From an optimization exercise on the open Yosys and OpenROAD flow, aimed at small area, a short achievable clock period and few clock cycles per item; shortcuts taken in it are not production practice.
At most, simulation tests tie the RTL to the original design; equivalence was not proved.

== v17 ==
// FP16_div
module FP16_div(
    input [15:0]data_dividend,
    input [15:0]data_divisor,
    input input_valid,
    input clk,
    input rst,
    output [15:0]data_q,
    output reg output_update,
    output reg idle
    );
Settings: LEC_CHECK=0, CAP_MARGIN=20, CORE_MARGIN=2, CORE_UTILIZATION=40, CTS_BUF_LIST=sky130_fd_sc_hd__clkbuf_4 sky130_fd_sc_hd__clkbuf_8, SETUP_SLACK_MARGIN=2.0, SLEW_MARGIN=20; clock period 5.0 ns.
standard.sh (not shown) runs the stock make flow with config.mk's settings and CLKGATE_MAP_FILE= SYNTH_SCRIPT=/design/flow/synth_recipe.tcl, a recipe that flattens the netlist after the stock synthesis.
==> flow/flow/run.sh <==
#!/bin/bash
# Standard layout, with the port buffers made from buf_2 cells.
set -euo pipefail
export BUFFER_PORTS_ARGS="-buffer_cell sky130_fd_sc_hd__buf_2"
bash standard.sh > standard.log 2>&1
v17 reached the end of the flow, and the finished layout is clean on the timing, design-rule and antenna checks.
Input changes introduced in v7 (baseline for comparison: v17):
Settings: swapping 2.0 for 1.65 in SETUP_SLACK_MARGIN.
[summary]
Every run in the comparison, v17 and v7, completed the flow with a clean layout.
Re fraction of the mapped netlist area in compound gates: no difference whatsoever between v7 and v17.
Wire length of the first global-routing pass: v7 vs v17 down 5.5%
Global-route usage: v17 and v7 compared, higher one is v17
Compared to v17, v7 has fraction of area in registers 2.2 points higher.
Delta(core utilization of the finished layout, v7 - v17) < 0
No run of this note included a check of the RTL's function; only the layout flow was run.


the baseline:
The RTL this note starts from:
==> flow/design.v <==
`timescale 1ns / 1ps
module FP16_div(
    input [15:0]data_dividend,
    input [15:0]data_divisor,
    input input_valid,
    input clk,
    input rst,
    output [15:0]data_q,
    output reg output_update,
    output reg idle
    );
    reg found;               
    reg st;                  
    reg qr1, qr2;            
    reg s;                   
    reg rnd;                 
    reg [11:0] X;            
    reg [10:0] D;            
    reg [6:0] E;             
    reg [9:0] M;             
    wire busy = ~idle;
    wire load = input_valid & idle;
    wire [4:0] ea = data_dividend[14:10];
    wire [4:0] eb = data_divisor[14:10];
    wire ea_nz = |ea;
    wire eb_nz = |eb;
    wire [11:0] X_in = {1'b0, ea_nz, data_dividend[9:0]};
    wire [10:0] D_in = {eb_nz, data_divisor[9:0]};
    wire [6:0] E_in = {2'b00, ea} + {2'b00, ~eb} + {6'd0, ~ea_nz} + {6'd0, eb_nz} + 7'b1101111;    
    wire [11:0] nD = ~{1'b0, D};
    wire [11:0] X2 = {X[10:0], 1'b0};
    wire [11:0] A = X[11:0] + nD + 12'd1;                      
    wire [11:0] B = X2 + nD + 12'd1;                           
    wire [11:0] D2 = {D, 1'b0};
    wire [11:0] Dd = {1'b0, D};
    wire [11:0] X2c = {X[10:0], 1'b1};
    wire [11:0] cs_s = X2c ^ Dd ^ D2;
    wire [11:0] cs_c = (X2c & ~(Dd & D2)) | ~(Dd | D2);
    wire [11:0] C = cs_s + {cs_c[10:0], 1'b0} + 12'd1;         
    wire q1 = ~A[11];
    wire q2 = q1 ? ~C[11] : ~B[11];
    reg [10:0] P;            
    always @(*) begin
        case ({q1, q2})
            2'b00: P = {X[9:0], 1'b0};
            2'b01: P = B[10:0];
            2'b10: P = {A[9:0], 1'b0};
            default: P = C[10:0];
        endcase
    end
    wire Dz = ~|D;
    wire dn = ~D[10];
    wire signed [6:0] Es = E;
    wire e_ovf = Es >= 32;
    wire e31 = E == 7'd31;
    wire e_zero = Es <= -11;
    wire e_m10 = Es == -10;
    wire e_m9 = Es == -9;
    wire e_den = (Es >= -8) & (Es <= 0);
    wire e1 = E == 7'd1;
    wire e2 = E == 7'd2;
    wire [3:0] mk = 4'd2 - E[3:0];                    
    wire [10:0] marker = 11'd1 << mk;
    wire [6:0] Eadj = E + (dn ? 7'd1 : {6'b111111, qr2});
    reg f2;
    reg [6:0] E2;
    reg [10:0] M2;
    always @(*) begin
        f2 = 1'b1;
        E2 = E;
        M2 = {M[8:0], qr1, qr2};
        if (~found) begin
            if (e_den) begin
                E2 = 7'd0;
                M2 = marker | {9'd0, qr1, qr2};
            end else if (e1) begin
                E2 = {6'd0, qr1};
                M2 = {9'd0, 1'b1, qr2};
            end else if (e2) begin
                E2 = qr1 ? 7'd2 : {6'd0, qr2};
                M2 = {9'd0, qr1, qr1 ? qr2 : 1'b1};
            end else if (qr1) begin
                M2 = {9'd0, 1'b1, qr2};
            end else if (qr2) begin
                E2 = Eadj;
                M2 = 11'd1;
            end else begin
                E2 = Eadj;
                M2 = 11'd0;
                f2 = 1'b0;
            end
        end
    end
    wire ovf = Dz | (~dn & (st ? (~found & e31 & qr1) : e_ovf));
    wire zero = ~dn & ~st & e_zero;
    wire fin_b = ~dn & (st ? M2[10] : e_m10);         
    wire fin_a = ~dn & (st ? (M2[9] & ~M2[10]) : e_m9);          
    wire done = ovf | zero | fin_a | fin_b;
    always @(posedge clk) begin
        if (rst) begin
            idle <= 1'b1;
            output_update <= 1'b0;
        end else if (load) begin
            idle <= 1'b0;
            output_update <= 1'b0;
        end else begin
            idle <= idle | done;
            output_update <= busy & done;
        end
    end
    always @(posedge clk) begin
        if (load) begin
            X <= X_in;
            D <= D_in;
            st <= 1'b0;
        end else if (dn) begin
            D <= {D[9:0], 1'b0};
        end else begin
            X <= {P, 1'b0};
            st <= 1'b1;
        end
        qr1 <= q1;
        qr2 <= q2;
        rnd <= (fin_b & q1) | (fin_a & q2);
    end
    always @(posedge clk) begin
        if (load) begin
            s <= data_dividend[15] ^ data_divisor[15];
            E <= E_in;
            M <= 10'd0;
            found <= 1'b0;
        end else if (ovf) begin
            E <= 7'd30;
            M <= 10'h3ff;
        end else if (dn) begin
            E <= Eadj;
        end else if (~st) begin
            if (zero | fin_a | fin_b) begin
                E <= 7'd0;
                M <= {9'd0, fin_a & q1};
            end
        end else begin
            E <= E2;
            found <= f2;
            M <= fin_a ? {M2[8:0], q1} : M2[9:0];
        end
    end
    wire [14:0] EM = {E[4:0], M};
    wire sat = EM == 15'h7bff;
    wire [14:0] V = EM + {14'd0, rnd & ~sat};
    wire rzero = ~|{EM, rnd};
    assign data_q = {s & ~rzero, V};
endmodule
clock: 5.0 ns
lec_check: 0
cap_margin: 20
core_margin: 2
core_utilization: 40
setup_slack_margin: 1.5
slew_margin: 20
Scripts as last shown in full above: flow/flow/run.sh
The baseline finished all stages; the layout is clean.
Changes in the candidate relative to the baseline:
Settings: changing SETUP_SLACK_MARGIN from 1.5 to 1.75.
Findings:
The candidate has completed all stages; timing, DRC and antenna checks passed.
Looking at the candidate and the baseline, the pin count of the biggest net entering global routing is a wash.
X[3] as the endpoint of the most critical setup path was reported by the baseline, and X[1] by the candidate.
Function was not checked in any run of this note: the RTL went through the layout flow alone.


FP16_div, a different RTL version from the one above (not shown whole).
Size: ~480 cells after synthesis, ~0.0040 sq mm of cells after synthesis.
Settings: LEC_CHECK=0, CAP_MARGIN=20, CORE_MARGIN=2, CORE_UTILIZATION=40, SLEW_MARGIN=20; clock period 5.0 ns.
run.sh (not shown) runs the stock make flow with config.mk's settings and CLKGATE_MAP_FILE= SYNTH_SCRIPT=/design/flow/synth_recipe.tcl, a recipe that flattens the netlist after the stock synthesis.
Stock flow here: none of the scripts above is used.
Then changed:
SETUP_SLACK_MARGIN = 2.5   (was not set)
The new run went through all stages and came out clean.
Core utilization rose by 8.3 points.
Hold slack got worse by 27 ps.
Wire length rises by roughly a tenth.
Die area does not change.
Non-clock buffer count grows by 41.
Then changed:
SETUP_SLACK_MARGIN = 1.5   (was 2.5)
Effect:
- cell area fell by 15%
- sequential share of layout area rose by 3.6 points
- worst setup slack got worse by 230 ps
- non-clock buffer count fell by 39
No functional check of the RTL was part of any run of this note.


== indigo ==
Another version of the RTL of FP16_div (not shown whole).
Size in the first run: roughly 590 cells after synthesis, roughly 48 flip-flops, ~53 I/O pins, roughly 0.0051 mm2 of cells after synthesis.
clock: 5.0 ns
lec_check: 0
cap_margin: 20
core_margin: 2
core_utilization: 40
cts_buf_list: sky130_fd_sc_hd__clkbuf_4 sky130_fd_sc_hd__clkbuf_8
setup_slack_margin: 1.5
slew_margin: 20
standard.sh (not shown) runs the stock make flow with config.mk's settings and CLKGATE_MAP_FILE= SYNTH_SCRIPT=/design/flow/synth_recipe.tcl, a recipe that flattens the netlist after the stock synthesis.
Scripts as last shown in full above: flow/flow/run.sh
Setup changes, indigo to yarrow
# indigo
export LEC_CHECK = 0
export CAP_MARGIN = 20
export CORE_MARGIN = 2
export CORE_UTILIZATION = 40
export CTS_BUF_LIST = sky130_fd_sc_hd__clkbuf_4 sky130_fd_sc_hd__clkbuf_8
export SETUP_SLACK_MARGIN = 1.5
export SLEW_MARGIN = 20
create_clock -name core_clock -period 5.0 [get_ports {clk}]
# yarrow
export LEC_CHECK = 0
export CAP_MARGIN = 20
export CORE_MARGIN = 2
export CORE_UTILIZATION = 40
export CTS_BUF_LIST = sky130_fd_sc_hd__clkbuf_4 sky130_fd_sc_hd__clkbuf_8
export SETUP_SLACK_MARGIN = 1.65
export SLEW_MARGIN = 20
create_clock -name core_clock -period 5.0 [get_ports {clk}]
==> comparison <==
yarrow ended up with a higher post-route non-filler standard cell count than indigo did. yarrow against indigo: wire length of the first global-routing pass moved up; placed wire-length estimate after detailed placement -210 um; register fraction of the total cell area now smaller. Of yarrow and indigo, indigo shows the higher proportion of cell area occupied by multi-input gates, with yarrow below it. Looking at area overhead of the layout relative to synthesis, yarrow sits 4.0 points above indigo. The setup slack of yarrow is larger than that of indigo.
No functional check of the RTL was part of any run of this note.


Setup of run A:
Another version of the RTL of FP16_div (not shown whole).
Size: roughly 53 I/O pins, roughly 4900 um2 of cells after synthesis.
Settings: LEC_CHECK=0, CAP_MARGIN=20, CORE_MARGIN=2, CORE_UTILIZATION=40, CTS_BUF_LIST=sky130_fd_sc_hd__clkbuf_4 sky130_fd_sc_hd__clkbuf_8, SETUP_SLACK_MARGIN=1.65, SLEW_MARGIN=20; clock period 5.0 ns.
==> flow/flow/run.sh <==
#!/bin/bash
# Standard layout, with the port buffers made from buf_2 cells.
set -euo pipefail
export BUFFER_PORTS_ARGS="-buffer_cell sky130_fd_sc_hd__buf_2"
export SKIP_GATE_CLONING=1
bash standard.sh > standard.log 2>&1
Testbench counts of run A, summed over its fixed seeds: cycles 51,570, items 8,000.
The following lists how run B was set up differently from run A:
- CORE_UTILIZATION changed from 40 to 60
--- a/flow/flow/run.sh
+++ b/flow/flow/run.sh
@@ -5 +4,0 @@
-export SKIP_GATE_CLONING=1
Notes after the runs:
Of run B and run A, the run reporting the lower worst-margin pin slew was run B.
The routed wire length of run B was superior to that of run A.
### run B -> run C
- CORE_UTILIZATION changed from 60 to 40
--- a/flow/flow/run.sh
+++ b/flow/flow/run.sh
@@ -4,0 +5 @@
+export SETUP_MOVE_SEQUENCE="unbuffer,sizeup,swap,buffer"
[summary]
- Run C finished all stages; the layout is clean.
- [compare] base=run B new=run C: number of max-cap violations did not really move, wire length per cell after detailed routing fell 0.66 um.
- Setup slack: run B and run C compared, higher one is run C
- Run C against run B: overall routed net length climbed 710 um, first-pass GRT wire length climbed about 7%, met1 track utilization from global routing dropped 13 points.
- The area growth from synthesis to layout number comes out lower for run B vs run C.
diff inputs: run C => run D
--- a/flow/flow/run.sh
+++ b/flow/flow/run.sh
@@ -5 +4,0 @@
-export SETUP_MOVE_SEQUENCE="unbuffer,sizeup,swap,buffer"
Results
Overall routed net length came out exactly the same in run C and run D. Comparing run D with run C, the fraction of layout instances using a drive strength above 1 came out essentially unchanged. Per the comparison of run D with run C, overall die area flat, cell area after layout was more or less identical. Clock edge transition at the registers on the reported setup and hold paths of run D is on par with run C. [compare] base=run C new=run D: portion of the clock cycle consumed by the worst path in the final layout saw little to no change, setup slack saw little to no change. As far as multi-input gate share of total cell area goes, run D and run C are indistinguishable; the numbers are identical.
[inputs] run E vs run D
- a change of SETUP_SLACK_MARGIN from 1.65 to 1.5
Findings:
Run E and run D ended up with roughly the same first-iteration DRC count. Final cell area: run E below run D. The via count of run E was superior to that of run D.


Setup of v21:
FP16_div, a different RTL version from the one above (not shown whole).
Size: ~650 cells after synthesis, ~49 flip-flops, ~53 I/O pins, about 5600 um^2 of cells after synthesis.
Design FP16_div, start of the top module:
module FP16_div(
    input [15:0]data_dividend,
    input [15:0]data_divisor,
    input input_valid,
    input clk,
    input rst,
    output [15:0]data_q,
    output reg output_update,
    output reg idle
    );
clock: 5.0 ns
lec_check: 0
cap_margin: 20
core_margin: 2
core_utilization: 40
setup_slack_margin: 1.75
slew_margin: 20
==> flow/flow/run.sh <==
#!/bin/bash
# Standard layout, with the port buffers made from buf_2 cells.
set -euo pipefail
export BUFFER_PORTS_ARGS="-buffer_cell sky130_fd_sc_hd__buf_2"
bash standard.sh > standard.log 2>&1
v21 completed every stage of the flow, and the final layout passed the timing, design-rule and antenna checks.
Testbench counts of v21, summed over its fixed seeds: cycles 51,570, items 8,000.
Input-level comparison between v27 and v21:
- swapping 1.75 for 1.5 in SETUP_SLACK_MARGIN
==> comparison <==
Area of all placed cells without fillers (higher): v21. Between v21 and v27, the area added between synthesis and finish is lower for v27.
--- input diff v27..v15 ---
- SETUP_SLACK_MARGIN: 1.5 -> 1.25
==> results.txt <==
- v15: all stages complete, timing, DRC and antenna checks passed
- As far as sequential share of layout area is concerned, v15 and v27 perform about the same.
- v15 vs v27: final worst-path setup slack down
- Diff v27..v15 | cell row count | unchanged
- The global-route usage was comparable across v27 and v15.
- Between v27 and v15, the area growth from synthesis to layout is higher for v27.


Setup of run 1:
Another version of the RTL of FP16_div (not shown whole).
Size: roughly 590 cells after synthesis, roughly 49 flip-flops, roughly 53 I/O pins, ~5100 um^2 of cells after synthesis.
export LEC_CHECK = 0
export CAP_MARGIN = 20
export CORE_MARGIN = 2
export CORE_UTILIZATION = 40
export CTS_BUF_LIST = sky130_fd_sc_hd__clkbuf_4 sky130_fd_sc_hd__clkbuf_8
export SETUP_SLACK_MARGIN = 1.8
export SLEW_MARGIN = 20
create_clock -name core_clock -period 5.0 [get_ports {clk}]
Scripts as last shown in full above: flow/flow/run.sh
Testbench counts of run 1, summed over its fixed seeds: cycles 48,597, items 8,000.
Edits applied to the flow inputs when going from run 1 to run 2:
Settings: putting ABC_AREA at 1 where nothing was set; swapping 1.8 for 1.65 in SETUP_SLACK_MARGIN.
==> results.txt <==
Final non-filler cell total (run 2 / run 1): 1.3. Sort run 1 and run 2 by area share of buffers outside the clock network desc -> top: run 1. Looking at run 1 and run 2, the fmax is a wash. On sequential share of layout area, the lower figure sits with run 2, not run 1.
Relative to run 2, the following input files were edited for run 3:
Settings: ABC_AREA removed (was 1); SETUP_SLACK_MARGIN changed from 1.65 to 1.72.
Results
- Relative to run 2, the global-route usage of run 3 is lower by 0.88 points.
- The final critical delay including setup and external delays of run 3 is lower than that of run 2.
- Min total detailed-routing wirelength across run 3 and run 2: run 3
- Looking at post-route fraction of the period consumed by the critical path across run 3 and run 2, the one that comes out lower is run 3.
- Compared with run 2, run 3 shows number of multi-input combinational cells in the layout that has gone down by more than a quarter.
- Final cell count came out lower on run 3 than on run 2.
- [compare] base=run 2 new=run 3: maximum frequency increased by about 0.5% relative to the old numbers; post-placement cell area decreased by 9.8% relative to the old numbers; setup skew after layout closely matched the old numbers.
#### Input delta (run 4 over run 3)
Settings: SETUP_SLACK_MARGIN: 1.72 -> 1.5.
==> comparison <==
On relative area change from synthesis to final layout, the higher figure sits with run 3, not run 4.
Changes observed in run 4 relative to run 3: transition time of the tightest slew-check pin grew by 86 ps; fmax has decreased; wire length reported by the detailed router decreased by about 3.7% relative to the old numbers.

-- separate check: timing with driven ports --
How much do the figures lean on ideal ports? The routed layouts below were timed once more, with nothing changed but the port constraints. Step 1, drivers: a clkbuf_16 drives clk and a buf_2 each remaining input, both assumed. Step 2 moves the port delays by t, midway between the first and last clock arrival at a register: inputs arrive t later, outputs are due t later. That takes back most of the time a late clock gives input paths. Slacks: ideal ports / drivers / drivers and shift; pairs: ideal ports / drivers.
run	t (ns)	setup slack, ns	worst setup path after step 2	clock arrival spread, ns
v17	0.360	1.870 / 1.870 / 1.570	input to register	0.010 / 0.010
v7	0.359	1.748 / 1.748 / 1.477	input to register	0.014 / 0.014
the baseline	0.340	1.597 / 1.560 / 1.557	input to register	0.005 / 0.006
the candidate	0.339	1.752 / 1.727 / 1.576	input to register	0.010 / 0.010
the first run of note 3	0.331	1.681 / 1.681 / 1.514	input to register	0.007 / 0.006
the second run of note 3	0.339	2.030 / 2.030 / 1.894	input to register	0.007 / 0.007
the third run of note 3	0.334	1.800 / 1.800 / 1.572	input to register	0.008 / 0.008
indigo	0.328	1.593 / 1.603 / 1.275	input to register	0.010 / 0.010
yarrow	0.346	1.642 / 1.639 / 1.293	input to register	0.012 / 0.012
run A	0.338	1.721 / 1.689 / 1.647	input to register	0.012 / 0.012
run B	0.332	1.669 / 1.636 / 1.625	input to register	0.012 / 0.012
run C	0.338	1.721 / 1.689 / 1.647	input to register	0.012 / 0.012
run D	0.338	1.721 / 1.689 / 1.647	input to register	0.012 / 0.012
run E	0.335	1.633 / 1.601 / 1.491	input to register	0.012 / 0.012
v21	0.342	1.749 / 1.749 / 1.604	input to register	0.015 / 0.015
v27	0.346	1.659 / 1.628 / 1.635	input to register	0.011 / 0.011
v15	0.345	1.406 / 1.394 / 1.406	register to register	0.011 / 0.012
run 1	0.329	1.737 / 1.737 / 1.607	input to register	0.015 / 0.015
run 2	0.338	1.743 / 1.712 / 1.798	input to register	0.007 / 0.007
run 3	0.339	1.759 / 1.727 / 1.495	input to register	0.009 / 0.008
run 4	0.338	1.677 / 1.659 / 1.384	input to register	0.013 / 0.013
After both steps every run listed still meets setup and hold. For yarrow, which loses most, drivers alone change the setup slack by -0.003 ns; drivers and shift together by -0.349 ns.
